What follows belongs to an exercise in optimizing a design on an open flow for small area; a production flow would make more cautious choices. The RTL was checked by simulation tests, not by an equivalence proof against the original design. The clock cells of runs 2 and 3 come from the design's own scripts or RTL, not from TritonCTS. The clock port is modelled as an ideal driver, which makes a skipped or thinned clock tree look cheaper than it is; a real chip needs a root buffer or a tree. Power and IR drop assume default switching activity.

$ cat design/flow/config.mk
export PLATFORM = sky130hd
export DESIGN_NAME = stopwatch
export DESIGN_NICKNAME = stopwatch
export VERILOG_FILES = /design/flow/design.v
export SDC_FILE = /design/flow/constraint.sdc
export NUM_CORES = 4
export LEC_CHECK = 0
export CAP_MARGIN = 20
export CORE_MARGIN = 2
export CORE_UTILIZATION = 85
export SLEW_MARGIN = 20
$ cat design/flow/constraint.sdc
create_clock -name core_clock -period 10.0 [get_ports {clk}]
set_input_delay 2.0000 -clock core_clock [delete_from_list [all_inputs] [get_ports {clk}]]
set_output_delay 2.0000 -clock core_clock [all_outputs]
set_load 0.01 [all_outputs]
$ cat design/flow/design.v
module stopwatch (
    input clk,
    input pb_rst,
    input pb_pause,
    input sw_select,
    input sw_mode,
    output [6:0] seven_seg,
    output [3:0] anode_count,
    output [1:0] Led
);
  wire rst = pb_rst;
  reg [3:0] q;
  reg [9:0] b;
  reg par;
  reg [2:0] k;
  wire slot_end = ~q[2] & ~q[1] & ~q[0];
  wire [10:0] b_inc = {1'b0, b} + {10'd0, slot_end};
  wire tick = b_inc[10];
  wire [3:0] k_inc = {1'b0, k} + {3'd0, tick};
  wire k_wrap = k_inc[3];
  always @(posedge clk) begin
    if (rst) begin
      q <= 4'b0111;
      b <= 10'd1023;
      par <= 1'b0;
      k <= 3'd3;
    end else begin
      q <= {~q[2:0], q[3] ^ (q[2] & ~q[0])};
      b <= b_inc[9:0] | {5'd0, tick, tick, 3'd0};
      par <= par ^ tick;
      k <= k_inc[2:0] | {1'b0, k_wrap, k_wrap};
    end
  end
  wire clk10 = par ^ tick;
  reg [16:0] p;
  reg pause;
  wire p_x = (p == 17'h05555);
  always @(posedge clk) begin
    if (rst | ~pb_pause) p <= 17'h155d4;
    else p <= {~p[15:0], (p[16] ^ p[13]) | p_x};
    if (rst) pause <= 1'b0;
    else if (p_x) pause <= ~pause;
  end
  reg [3:0] s1;
  reg [2:0] s10;
  reg [3:0] m1;
  reg [2:0] m10;
  wire upd = tick & ~pause & ~k[2] & (~par | sw_mode);
  wire selmin = sw_mode & sw_select;
  wire s1_9 = s1[3] & s1[0];
  wire s_max = s1_9 & s10[2] & s10[0];
  wire m1_9 = m1[3] & m1[0];
  wire m_max = m1_9 & m10[2] & m10[0];
  wire m_63 = m10[2] & m10[1] & m1[1] & m1[0];
  wire s_inc = upd & ~selmin;
  wire m_inc = upd & (selmin | s_max);
  always @(posedge clk) begin
    if (rst) begin
      s1 <= 4'd0;
      s10 <= 3'd0;
      m1 <= 4'd0;
      m10 <= 3'd0;
    end else begin
      if (s_inc) begin
        if (s1_9) begin
          s1 <= 4'd0;
          s10 <= (s10[2] & s10[0]) ? 3'd0 : s10 + 3'd1;
        end else s1 <= s1 + 4'd1;
      end
      if (m_inc) begin
        if ((m_max & s_max) | m_63) begin
          m1 <= 4'd0;
          m10 <= 3'd0;
        end else if (m1_9) begin
          m1 <= 4'd0;
          m10 <= m10 + 3'd1;
        end else m1 <= m1 + 4'd1;
      end
    end
  end
  reg [3:0] dig;
  always @(*) begin
    case (b[1:0])
      2'd3: dig = {1'b0, m10};
      2'd0: dig = m1;
      2'd1: dig = {1'b0, s10};
      default: dig = s1;
    endcase
  end
  reg [6:0] seg;
  always @(*) begin
    case (dig)
      4'd0: seg = 7'b0000001;
      4'd1: seg = 7'b1001111;
      4'd2: seg = 7'b0010010;
      4'd3: seg = 7'b0000110;
      4'd4: seg = 7'b1001100;
      4'd5: seg = 7'b0100100;
      4'd6: seg = 7'b0100000;
      4'd7: seg = 7'b0001111;
      4'd8: seg = 7'b0000000;
      4'd9: seg = 7'b0000100;
      4'd10: seg = 7'b0010010;
      4'd11: seg = 7'b0000110;
      4'd12: seg = 7'b1001100;
      4'd13: seg = 7'b0100100;
      4'd14: seg = 7'b0100000;
      default: seg = 7'b0001111;
    endcase
  end
  wire show_min = b[1] ~^ b[0];
  wire blank = clk10 & sw_mode & ~pause & ~(sw_select ^ show_min);
  assign seven_seg = seg | {7{blank}};
  assign anode_count = {b[1:0] != 2'd3, b[1:0] != 2'd0, b[1:0] != 2'd1, b[1:0] != 2'd2};
  assign Led = {pause, rst};
endmodule
$ cat design/flow/flow/run.sh
#!/bin/bash
# Own layout flow: the standard ORFS flow (standard.sh), with
#  - synthesis as in synth_recipe.tcl, except that its abc call is run with each
#    area-oriented abc script flow/abc_*.script and the smallest result is kept
#    (flow/synth_abc.tcl), and no half/full-adder extraction
#  - small buffers on the ports
#  - a clock tree of FLOW_CLK_K buffers driven by the clock port (flow/pre_cts.tcl),
#    where a buffer's sinks see a slew near the limit, that buffer is made
#    stronger (flow/post_cts.tcl)
# The make output goes to standard.log; each step's log is under orfs/logs/.
set -euo pipefail
W=$PWD
printf 'source %s\nsource %s\n' "$W/flow/synth_abc.tcl" "$W/synth_recipe.tcl" > "$W/my_synth.tcl"
export FLOW_FLOW_DIR=$W/flow
export FLOW_CLK_BUF=sky130_fd_sc_hd__buf_4
export FLOW_CLK_BUF_UP="sky130_fd_sc_hd__buf_6 sky130_fd_sc_hd__clkbuf_8 sky130_fd_sc_hd__clkbuf_16"
export FLOW_CLK_SLEW_PS=116
export FLOW_CLK_K=4
bash standard.sh SYNTH_SCRIPT=$W/my_synth.tcl ADDER_MAP_FILE= \
  "BUFFER_PORTS_ARGS=-buffer_cell sky130_fd_sc_hd__buf_1" \
  PRE_CTS_TCL=$W/flow/pre_cts.tcl POST_CTS_TCL=$W/flow/post_cts.tcl \
  finish > $W/standard.log 2>&1
$ cat design/flow/flow/abc_1r.script
strash
&get -n
&deepsyn -J 300 -S 1
&dch -f
&nf -R 1000 -a
&put
mfs3 -ae
topo
strash
&get -n
&dch -f
&nf -R 1000 -a
&put
mfs3 -ae
topo
$ cat design/flow/flow/abc_2r.script
strash
&get -n
&deepsyn -J 300 -S 2
&dch -f
&nf -R 1000 -a
&put
mfs3 -ae
topo
strash
&get -n
&dch -f
&nf -R 1000 -a
&put
mfs3 -ae
topo
$ cat design/flow/flow/abc_3r.script
strash
&get -n
&deepsyn -J 300 -S 3
&dch -f
&nf -R 1000 -a
&put
mfs3 -ae
topo
strash
&get -n
&dch -f
&nf -R 1000 -a
&put
mfs3 -ae
topo
$ cat design/flow/flow/abc_4r.script
strash
&get -n
&deepsyn -J 300 -S 4
&dch -f
&nf -R 1000 -a
&put
mfs3 -ae
topo
strash
&get -n
&dch -f
&nf -R 1000 -a
&put
mfs3 -ae
topo
$ cat design/flow/flow/post_cts.tcl
proc clk_buf_slews {} {
  set_propagated_clock [all_clocks]
  estimate_parasitics -placement
  set res {}
  foreach inst [get_cells clkbuf_*] {
    set worst 0.0
    set net [get_nets -of_objects [get_pins [get_full_name $inst]/X]]
    foreach pin [get_pins -of_objects $net -filter "direction == input"] {
      foreach prop {slew_max_rise slew_max_fall} {
        set s [get_property $pin $prop]
        if {$s > $worst} { set worst $s }
      }
    }
    lappend res [list [get_full_name $inst] [expr {$worst * 1000.0}]]
  }
  unset_propagated_clock [all_clocks]
  return $res
}
set up $::env(FLOW_CLK_BUF_UP)
for {set round 0} {$round < 4} {incr round} {
  set changed 0
  foreach r [clk_buf_slews] {
    lassign $r name w
    set cell [get_property [get_cells $name] ref_name]
    puts "clock buffer $name ($cell): sink slew (placement estimate) $w ps"
    if {$w > $::env(FLOW_CLK_SLEW_PS)} {
      set chain [concat [list $::env(FLOW_CLK_BUF)] $up]
      set i [lsearch -exact $chain $cell]
      if {$i >= 0 && $i + 1 < [llength $chain]} {
        replace_cell [get_cells $name] [lindex $chain [expr {$i + 1}]]
        puts "clock buffer $name swapped for [lindex $chain [expr {$i + 1}]]"
        set changed 1
      }
    }
  }
  if {!$changed} { break }
  detailed_placement
}
$ cat design/flow/flow/pre_cts.tcl
# Clock tree: the flip-flops are split into FLOW_CLK_K groups of nearly equal
# size by position (k-means with a capacity per group); each group gets one
# clock buffer at its centroid, and the clock port drives only those buffers.
set block [ord::get_db_block]
set dbu [$block getDbUnitsPerMicron]
set k $::env(FLOW_CLK_K)
set pins {}
foreach it [[$block findNet clk] getITerms] {
  set loc [[$it getInst] getLocation]
  lappend pins [list [$it getName] [expr {double([lindex $loc 0]) / $dbu}] [expr {double([lindex $loc 1]) / $dbu}]]
}
set pins [lsort -real -index 1 $pins]
set n [llength $pins]
set cap [expr {($n + $k - 1) / $k}]
set cents {}
for {set c 0} {$c < $k} {incr c} {
  set p [lindex $pins [expr {int(($c + 0.5) * $n / $k)}]]
  lappend cents [list [lindex $p 1] [lindex $p 2]]
}
for {set iter 0} {$iter < 30} {incr iter} {
  # all sink-centre pairs, nearest first; assign while the centre has room
  set pairs {}
  for {set i 0} {$i < $n} {incr i} {
    set p [lindex $pins $i]
    for {set c 0} {$c < $k} {incr c} {
      set cc [lindex $cents $c]
      lappend pairs [list [expr {abs([lindex $p 1] - [lindex $cc 0]) + abs([lindex $p 2] - [lindex $cc 1])}] $i $c]
    }
  }
  set pairs [lsort -real -index 0 $pairs]
  set owner [lrepeat $n -1]
  set count [lrepeat $k 0]
  foreach pr $pairs {
    lassign $pr d i c
    if {[lindex $owner $i] >= 0 || [lindex $count $c] >= $cap} { continue }
    lset owner $i $c
    lset count $c [expr {[lindex $count $c] + 1}]
  }
  set groups [lrepeat $k {}]
  for {set i 0} {$i < $n} {incr i} {
    set c [lindex $owner $i]
    lset groups $c [concat [lindex $groups $c] [list [lindex $pins $i]]]
  }
  set cents {}
  foreach g $groups {
    set sx 0.0
    set sy 0.0
    foreach p $g { set sx [expr {$sx + [lindex $p 1]}]; set sy [expr {$sy + [lindex $p 2]}] }
    set m [llength $g]
    if {$m == 0} { set m 1 }
    lappend cents [list [expr {$sx / $m}] [expr {$sy / $m}]]
  }
}
set c 0
foreach g $groups cc $cents {
  if {[llength $g] == 0} { continue }
  set loads {}
  foreach p $g { lappend loads [get_pins [lindex $p 0]] }
  puts "clock buffer $c: [llength $g] sinks at $cc"
  insert_buffer -buffer_cell $::env(FLOW_CLK_BUF) -net clk -load_pins $loads -location $cc -buffer_name clkbuf_$c -net_name clk_leaf_$c
  incr c
}
rename clock_tree_synthesis orig_clock_tree_synthesis
proc clock_tree_synthesis {args} {
  puts "clock_tree_synthesis skipped: the clock buffers were inserted by pre_cts.tcl"
}
$ cat design/flow/flow/synth_abc.tcl
# Sourced before synth_recipe.tcl: its abc call is run once per script
# flow/abc_*.script (an area-oriented abc script with different random seeds),
# and the smallest mapped design is kept.
proc abc {args} {
  set i [lsearch -exact $args -script]
  design -save my_pre_abc
  set best_area 1e30
  set best_script ""
  foreach script [lsort [glob $::env(FLOW_FLOW_DIR)/abc_*.script]] {
    design -load my_pre_abc
    set a $args
    if {$i >= 0} { set a [lreplace $a [expr {$i + 1}] [expr {$i + 1}] $script] }
    yosys abc {*}$a
    set st [tee -q -s result.string stat {*}$::lib_args]
    if {![regexp {Chip area for module '[^']*': ([0-9.]+)} $st -> area]} { set area 1e29 }
    puts "FLOW_ABC [file tail $script]: area $area"
    if {$area < $best_area} {
      set best_area $area
      set best_script $script
      design -save my_best_abc
    }
  }
  design -load my_best_abc
  puts "FLOW_ABC kept [file tail $best_script]: area $best_area"
}
$ cat design/flow/standard.sh
#!/bin/bash
# synth_recipe.tcl (not shown) runs the flow's synth.tcl, then flattens the netlist and writes it again
# the make line also repeats each setting of config.mk as NAME=value (left out here)
make -C /OpenROAD-flow-scripts/flow DESIGN_CONFIG=/design/flow/config.mk WORK_HOME=/design/flow/orfs CLKGATE_MAP_FILE= SYNTH_SCRIPT=/design/flow/synth_recipe.tcl "${@:-finish}"
==> metrics.md, run 1 <==
| Metric | Value |
|---|---|
| Status | aborted with a tool error |
| Halt Stage | 3_1_place_gp_skip_io |
| Error | [ERROR GPL-0301] Utilization 103.859 % exceeds 100%. |
| Initial Utilization | 0.9233 |
| Gate count of the mapped netlist | 217 |
| Cell taking the most area after synthesis | dfxtp_1 |
| Synth Cell Area | about 1900 um^2 |
| Post-synthesis async set-or-reset flop share | 0 |
| Synth cell count leaders | dfxtp_1 (50), nand2_1 (33), nor2_1 (25), a21oi_1 (22) |
| Horiz. Die Dim | between 50 and 60 um |
| Post-synth EDFFs | 0 |
| Top-count cell post-synth | dfxtp_1 |
| Row count | 16 |
| Seq/Total Area, Yosys | 0.5362 |
| Post-synth cell types | 26 |
| Syn_nets | ~220 |
| Synth top area share | 0.5362 |
| Synth area leaders | dfxtp_1 (54%), nand2_1 (6.6%), a21oi_1 (5.9%), nor2_1 (5.0%), xnor2_1 (3.3%) |
| Die height | between 50 and 60 um |
| Avg Cell Area, Syn | ~8.6 um^2 |
| Post-synth top flop | dfxtp_1 |
| Yosys reg bits | 50 |
| Synthesis Warnings | 1 |
cells by family after synthesis:
kind of cell / after synthesis / synth area share
simple gates: 103 / 0.2580
flops: 50 / 0.5362
compound gates: 45 / 0.1367
xor+xnor: 10 / 0.04692
buf+inv: 9 / 0.02212
==> run 2, diff against run 1 <==
--- a/design/flow/config.mk
+++ b/design/flow/config.mk
@@ -9,3 +9,3 @@
 export CORE_MARGIN = 2
-export CORE_UTILIZATION = 85
+export CORE_UTILIZATION = 75
 export SLEW_MARGIN = 20
==> metrics.md, run 2 <==
| Metric | Value |
|---|---|
| Gate count of the mapped netlist | 217 (unchanged) |
| WP data arrival | ~3.3 ns |
| Pins Over Slew Limit | 0 |
| Slowest-stage cell, CP | and3_1 |
| Crit path cell chain | nor3_1 -> nor2b_1 -> and2_0 -> and3_1 -> and3_1 -> and2_0 -> and3_1 -> xnor2_1 -> nor2_1 -> nand3_1 -> o21a_1 -> nand3_1 -> buf_1 |
| Compound-Gate Fraction of Synth Area | 0.1367 (unchanged) |
| Max FFs per register | 17 |
| Worst stage delay on the critical path | around 0.38 ns |
| M1 WL | approximately 1.5 mm |
| XOR/XNOR Fraction of Synth Area | 0.04692 (unchanged) |
| Metal3 WL | 200 um |
| Starting DRC count in detailed routing | 48 |
| Status | timing/DRC/antenna clean |
| Initial antenna violation count | 0 |
| First-pass DRT Iterations | 4 |
| Crit share post-route | 0.5284 |
| DR vias/cell | 5.917 |
| Synth Cell Area | 1867 um^2 (unchanged) |
| Die height | 53.89 um (+5.9%) |
| Post-synth cell types | 26 (unchanged) |
| Horiz. Die Dim | 53.89 um (+5.9%) |
| Fraction of the mapped netlist area in adder cells | 0 (unchanged) |
| Post-synth EDFFs | 0 (unchanged) |
| Clock Skew | 0.02727 ns |
| R2r setup slk | around 6.4 ns |
| GRT Util Overall | 0.2658 |
| Hpwl dp | ~2.6 mm |
| Power Density | 155.9 nW/um^2 |
| Number of max-cap violations | 0 |
| Worst reg2reg endpoint | m10[2] |
| Initial Utilization | 0.7747 (-0.1486) |
| Reg clk slew, reported paths | roughly 0.1 ns |
| Core area | 2410 um^2 |
| Ant diodes | 0 |
| Slew HR | 0.4583 |
| GRT overflow | 0 |
| Crit. Startpoint | q[2] |
| Top reg by flops | p |
| Post-synth top flop | dfxtp_1 |
| Most common cell after layout, fill and taps aside | dfxtp_1 |
| Synth area leaders | dfxtp_1 (54%), nand2_1 (6.6%), a21oi_1 (5.9%), nor2_1 (5.0%), xnor2_1 (3.3%) |
| Post-synthesis async set-or-reset flop share | 0 (unchanged) |
| Via Count | approximately 1.6k |
| RePlAce Congestion | 0.7513 |
| Endpoints failing setup | 0 |
| Met2 wire len | roughly 1.8 mm |
| Top Registers | p: 17 flops, b: 10 flops |
| Detail Route Antenna Nets | 0 |
| FMAX | 189.2 MHz |
| Leakage | 0.7733 nW |
| Synth cell count leaders | dfxtp_1 (50), nand2_1 (33), nor2_1 (25), a21oi_1 (22) |
| Final hold viol count | 0 |
| Crit path kind | register to primary output |
| # IOs | 18 |
| Fin crit period | around 5.3 ns |
| Clock Latency Late Sink | 0.14 ns |
| CP delay by family, top | simple AND/OR/NAND/NOR gates |
| IO Port Bufs | 17 |
| Yosys reg bits | 50 (unchanged) |
| Seq/Total Area, Yosys | 0.5362 (unchanged) |
| Least-Margin Pin Slew | approximately 0.81 ns |
| Row count | 18 (+2) |
| Proportion of synthesized area in mux cells | 0 (unchanged) |
| Synth top area share | 0.5362 (unchanged) |
| Largest net degree at the start of global routing | 19 |
| Critical Path End | seven_seg[3] |
| Avg Cell Area, Syn | 8.603 um^2 (unchanged) |
| Total power | 0.3103 mW |
| Synthesis Warnings | 1 (unchanged) |
| Main combinational cell family by area after synthesis | simple AND/OR/NAND/NOR gates |
| Synth Area in Simple Gates | 0.2580 (unchanged) |
| Commonest cells after routing, fill and taps aside | dfxtp_1 (50), nand2_1 (33), nor2_1 (25) |
| Crit end category | primary output |
| Vias in the first global route | around 1.4k |
| Die area | around 2900 um^2 |
| WP depth | 13 |
| CP Max Fanout | 9 |
| Maximum vdd drop | 0.0001424 V |
| R2r startpoint | q[2] |
| Final wirelength | between 3 and 4 mm |
| Hold Crit Class | register to register |
| Highest Signal Layer | met4 |
| RSZ-0062 raised after global routing | false |
| First-pass GRT wire length | 5.802 mm |
| CP dominant cell by count | and3_1 |
| Type of origin of the critical path | register |
| Critical Path RT | around 8.0 ns |
| Synth-to-layout area growth | 6.635% |
| Cell taking the most area after synthesis | dfxtp_1 |
| TNS Setup | 0 ns |
| Worst Reg-to-Reg Cells | 13 |
| Layout cells sized above 1 | 0.01695 |
| # DRC | 0 |
| Crit path buf inv count | 1 |
| Top-count cell post-synth | dfxtp_1 |
| Nets | 243 |
| Syn_nets | 222 (unchanged) |
| Routed length per placed instance | ~14 um |
run 2: cell counts after synthesis:
No cell type changed its count.
run 2: worst min path at each step:
stage | startpoint | depth (start not counted) | slack [ns] | end
finish | p[6] | 1 | 0.37 | p[7]
floorplan | p[7] | 1 | 0.35 | p[8]
detailed placement | p[3] | 1 | 0.37 | p[4]
global placement | p[5] | 1 | 0.36 | p[6]
global route | p[6] | 1 | 0.38 | p[7]
run 2: layout make-up, without the clock buffers:
| cell class | count | area, um^2 |
|---|---|---|
| fillers | 151 | 419.2 |
| inverters | 7 | 26.28 |
| multi-input cells | 158 | 824.5 |
| flip-flops and latches | 50 | 1001 |
| well taps | 30 | 37.54 |
| repair buffers | 17 | 63.81 |
run 2: logic make-up after synthesis:
| kind of cell | count (synthesis) |
|---|---|
| buf+inv | 9 |
| compound gates | 45 |
| simple gates | 103 |
| xor+xnor | 10 |
| flops | 50 |
run 2: metrics by stage:
step	worst slack, ns	instances	hold WS, ns	util	area [um^2]
2_1_floorplan	5.413	217	0.3529	-	1867
3_3_place_gp	5.191	262	0.3572	0.8105	1953
3_5_place_dp	4.934	262	0.3683	0.8105	1953
5_1_grt	4.330	266	0.3766	0.8261	1991
6_report	4.716	266	0.3715	0.8261	1991
run 2: power by group:
group / total, mW / switching (mW) / internal [mW]
logic: 0.0278 / 0.0175 / 0.0103
clock network: 0.0737 / 0.0471 / 0.0266
registers: 0.209 / 0.00415 / 0.205
total: 0.310 / 0.0687 / 0.242
run 2: metal layers:
layer / GRT usage / up-vias
li1: - / 784
met4: 0.1068 / 0
met5: 0 / -
met3: 0.03056 / 12
met2: 0.4959 / 57
met1: 0.3037 / 721
==> run 3, diff against run 2 <==
--- a/design/flow/config.mk
+++ b/design/flow/config.mk
@@ -9,3 +9,3 @@
 export CORE_MARGIN = 2
-export CORE_UTILIZATION = 75
+export CORE_UTILIZATION = 60
 export SLEW_MARGIN = 20
==> metrics.md, run 3 <==
| Metric | Value |
|---|---|
| First-pass DRT Iterations | 4 (unchanged) |
| Power Density | 155.0 nW/um^2 (-0.55%) |
| Initial antenna violation count | 0 (unchanged) |
| Synth cell count leaders | dfxtp_1 (50), nand2_1 (33), nor2_1 (25), a21oi_1 (22) |
| Crit share post-route | 0.5220 (-0.006412) |
| Post-synth EDFFs | 0 (unchanged) |
| Nets | 243 (unchanged) |
| First-pass GRT wire length | 5.733 mm (-1.2%) |
| R2r setup slk | 6.48 ns (+0.10 ns) |
| Type of origin of the critical path | register |
| Synth Cell Area | 1867 um^2 (unchanged) |
| Hold Crit Depth | 1 (unchanged) |
| Slew HR | 0.4531 (-0.005237) |
| Post-Route Utilization | 0.6642 (-0.1619) |
| Final wirelength | 3.366 mm (-6.4%) |
| Worst reg2reg endpoint | m10[2] |
| Starting DRC count in detailed routing | 60 (+25%) |
| Top reg by flops | p |
| Endpoints failing setup | 0 (unchanged) |
| Seq/Total Area, Yosys | 0.5362 (unchanged) |
| Layout fillers | 278 (+84%) |
| Vias in the first global route | 1424 (-1.0%) |
| Yosys reg bits | 50 (unchanged) |
| # IOs | 18 (unchanged) |
| M1 WL | 1.548 mm (+2.7%) |
| RePlAce Congestion | 0.8431 (+12%) |
| Number of max-cap violations | 0 (unchanged) |
| Routed length per placed instance | 12.51 um (-7.5%) |
| Gate count of the mapped netlist | 217 (unchanged) |
| Post-synth top flop | dfxtp_1 |
| Crit path buf inv count | 1 (unchanged) |
| Slowest-stage cell, CP | and3_1 |
| Synth top area share | 0.5362 (unchanged) |
| DR vias/cell | 5.695 (-3.8%) |
| GRT overflow | 0 (unchanged) |
| Top-count cell post-synth | dfxtp_1 |
| Fin crit period | 5.220 ns (-0.06412 ns) |
| WP data arrival | 3.22 ns (-0.06 ns) |
| Critical Path RT | 8.00 ns (about the same) |
| Pins Over Slew Limit | 0 (unchanged) |
| Worst hold slack | 0.3629 ns (-0.008655 ns) |
| Status | timing/DRC/antenna clean |
| Metal3 WL | 130 um (-35%) |
| Ant diodes | 0 (unchanged) |
| Synth-to-layout area growth | 6.836% |
| Largest net degree at the start of global routing | 19 (unchanged) |
| Maximum vdd drop | 0.0001119 V (-21%) |
| Max FFs per register | 17 (unchanged) |
| Least-Margin Pin Slew | 0.8203 ns (+0.007855 ns) |
| TNS Setup | 0 ns (unchanged) |
| Top Registers | p: 17 flops, b: 10 flops |
| Hold Crit Class | register to register |
| CP dominant cell by count | and3_1 |
| Worst Reg-to-Reg Cells | 13 (unchanged) |
| Horiz. Die Dim | 59.78 um (+11%) |
| Core area | 3003 um^2 (+25%) |
| FMAX | 191.6 MHz (+1.2%) |
| Worst stage delay on the critical path | 0.36 ns (-0.02 ns) |
| Detail Route Antenna Nets | 0 (unchanged) |
| Die height | 59.78 um (+11%) |
| Most common cell after layout, fill and taps aside | dfxtp_1 |
| Avg Cell Area, Syn | 8.603 um^2 (unchanged) |
| Synth area leaders | dfxtp_1 (54%), nand2_1 (6.6%), a21oi_1 (5.9%), nor2_1 (5.0%), xnor2_1 (3.3%) |
| Crit path cell chain | nor3_1 -> nor2b_1 -> and2_0 -> and3_1 -> and3_1 -> and2_0 -> and3_1 -> xnor2_1 -> nor2_1 -> nand3_1 -> o21a_1 -> nand3_1 -> buf_1 |
| Clock Latency Late Sink | 0.15 ns (about the same) |
| Initial Utilization | 0.6217 (-0.1530) |
| Post-synth cell types | 26 (unchanged) |
| DP Worst Slack | 4.992 ns (+0.05786 ns) |
| RSZ-0062 raised after global routing | false |
| R2r startpoint | q[2] |
| Leakage | 0.7733 nW (unchanged) |
| Hold EP | q[2] |
| Final worst slack | 4.780 ns (+0.06412 ns) |
| # DRC | 0 (unchanged) |
| Post-synthesis async set-or-reset flop share | 0 (unchanged) |
| Hpwl dp | 2.529 mm (-3.8%) |
| Commonest cells after routing, fill and taps aside | dfxtp_1 (50), nand2_1 (33), nor2_1 (25) |
| Crit path kind | register to primary output |
| Cell taking the most area after synthesis | dfxtp_1 |
| Highest Signal Layer | met4 |
| Die area | 3574 um^2 (+23%) |
| Hold Path Origin | q[1] |
| IO Port Bufs | 17 (unchanged) |
| CP delay by family, top | simple AND/OR/NAND/NOR gates |
| Via Count | 1532 (-2.7%) |
| Reg clk slew, reported paths | 0.11 ns (about the same) |
| Crit end category | primary output |
| Synthesis Warnings | 1 (unchanged) |
| Row count | 20 (+2) |
| Syn_nets | 222 (unchanged) |
| CP Max Fanout | 9 (unchanged) |
| Layout cells sized above 1 | 0.01695 (unchanged) |
| Met2 wire len | 1.615 mm (-9.9%) |
| Clock Skew | 0.03159 ns (+0.004315 ns) |
| GRT Util Overall | 0.1992 (-0.06658) |
| Final hold viol count | 0 (unchanged) |
-- run 3: cell counts in the layout (fill, tap and decap cells not counted) --
Identical to the previous run, type by type.
-- run 3: power breakdown --
| group | internal (mW) | switching (mW) | leakage, nW |
|---|---|---|---|
| combinational | 0.0103 | 0.0170 | 0.345 |
| sequential | 0.205 | 0.00401 | 0.407 |
| clock | 0.0266 | 0.0466 | 0.0217 |
-- run 3: stage by stage --
step	instance area, um^2	power (mW)	std cells
global route	1994	0.3263	269
global placement	1957	0.2393	265
detailed placement	1957	0.2403	265
floorplan	1867	0.2318	217
finish	1994	0.3091	269
-- run 3: worst max-delay path by stage --
stage / start / to / slack, ns / cells past startpoint
after floorplan: q[2] / seven_seg[3] / 5.41 / 12
final: q[2] / seven_seg[3] / 4.78 / 13
after global routing: q[2] / seven_seg[6] / 4.49 / 13
after detailed placement: q[2] / seven_seg[3] / 4.99 / 13
after global placement: q[2] / seven_seg[3] / 5.17 / 13
-- run 3: cells by family (layout without fill, tap and decap cells) --
family,Yosys count,after routing,synth area share
AOI/OAI and AO/OA,45,45,0.1367
xor gates and xnor gates,10,10,0.04692
buffers and inverters,9,28,0.02212
and+or+nand+nor,103,103,0.2580
DFF,50,50,0.5362
-- run 3: final cells by class, without the clock buffers --
cell class	instances	area, um^2	area share
inverters	7	26.28	0.01317
multi-input cells	158	824.5	0.4134
flip-flops and latches	50	1001	0.5019
repair buffers	17	63.81	0.03200
well taps	33	41.29	0.02070
-- run 3: per-layer routing --
metal | up-vias | GRT usage
met1 | 704 | 0.2603
met4 | 0 | 0.04444
met2 | 36 | 0.3556
met5 | - | 0
met3 | 8 | 0.01732
li1 | 784 | -
-- run 3: worst register-to-register path, stage by stage, from the launching register on --
cell and delay (ns):
dfxtp_1 0.34, nor3_1 0.33, nor2b_1 0.25, and2_0 0.25, and3_1 0.26, and3_1 0.22
and2_0 0.23, and3_1 0.37, nand3_1 0.11, a21oi_1 0.22, and2_0 0.31, and3_1 0.25
a21oi_1 0.11, xor2_1 0.15

## port drivers added, routing unchanged
The results above use ideal ports. As a check the final layouts listed here were re-extracted and re-timed, cells and wires unchanged. Step 1 (the two cells are an assumption about what drives the block):
set clk [get_ports {clk}]
set_driving_cell -lib_cell sky130_fd_sc_hd__clkbuf_16 $clk
set_driving_cell -lib_cell sky130_fd_sc_hd__buf_2 [delete_from_list [all_inputs] $clk]
Step 2, shift: input delay + t, output delay - t, t = (earliest + latest rising clock arrival at the registers) / 2. This alone moves slack from input paths to output paths. Three values: no drivers, after step 1, after step 2; two values: the first two.
run	t, ns	slack for setup (ns)	worst register clock-pin slew, ns
run 2	0.177	4.716 / 4.668 / 4.845	0.10 / 0.10
run 3	0.179	4.780 / 4.731 / 4.910	0.11 / 0.11
After both steps setup and hold are still met in every run listed.
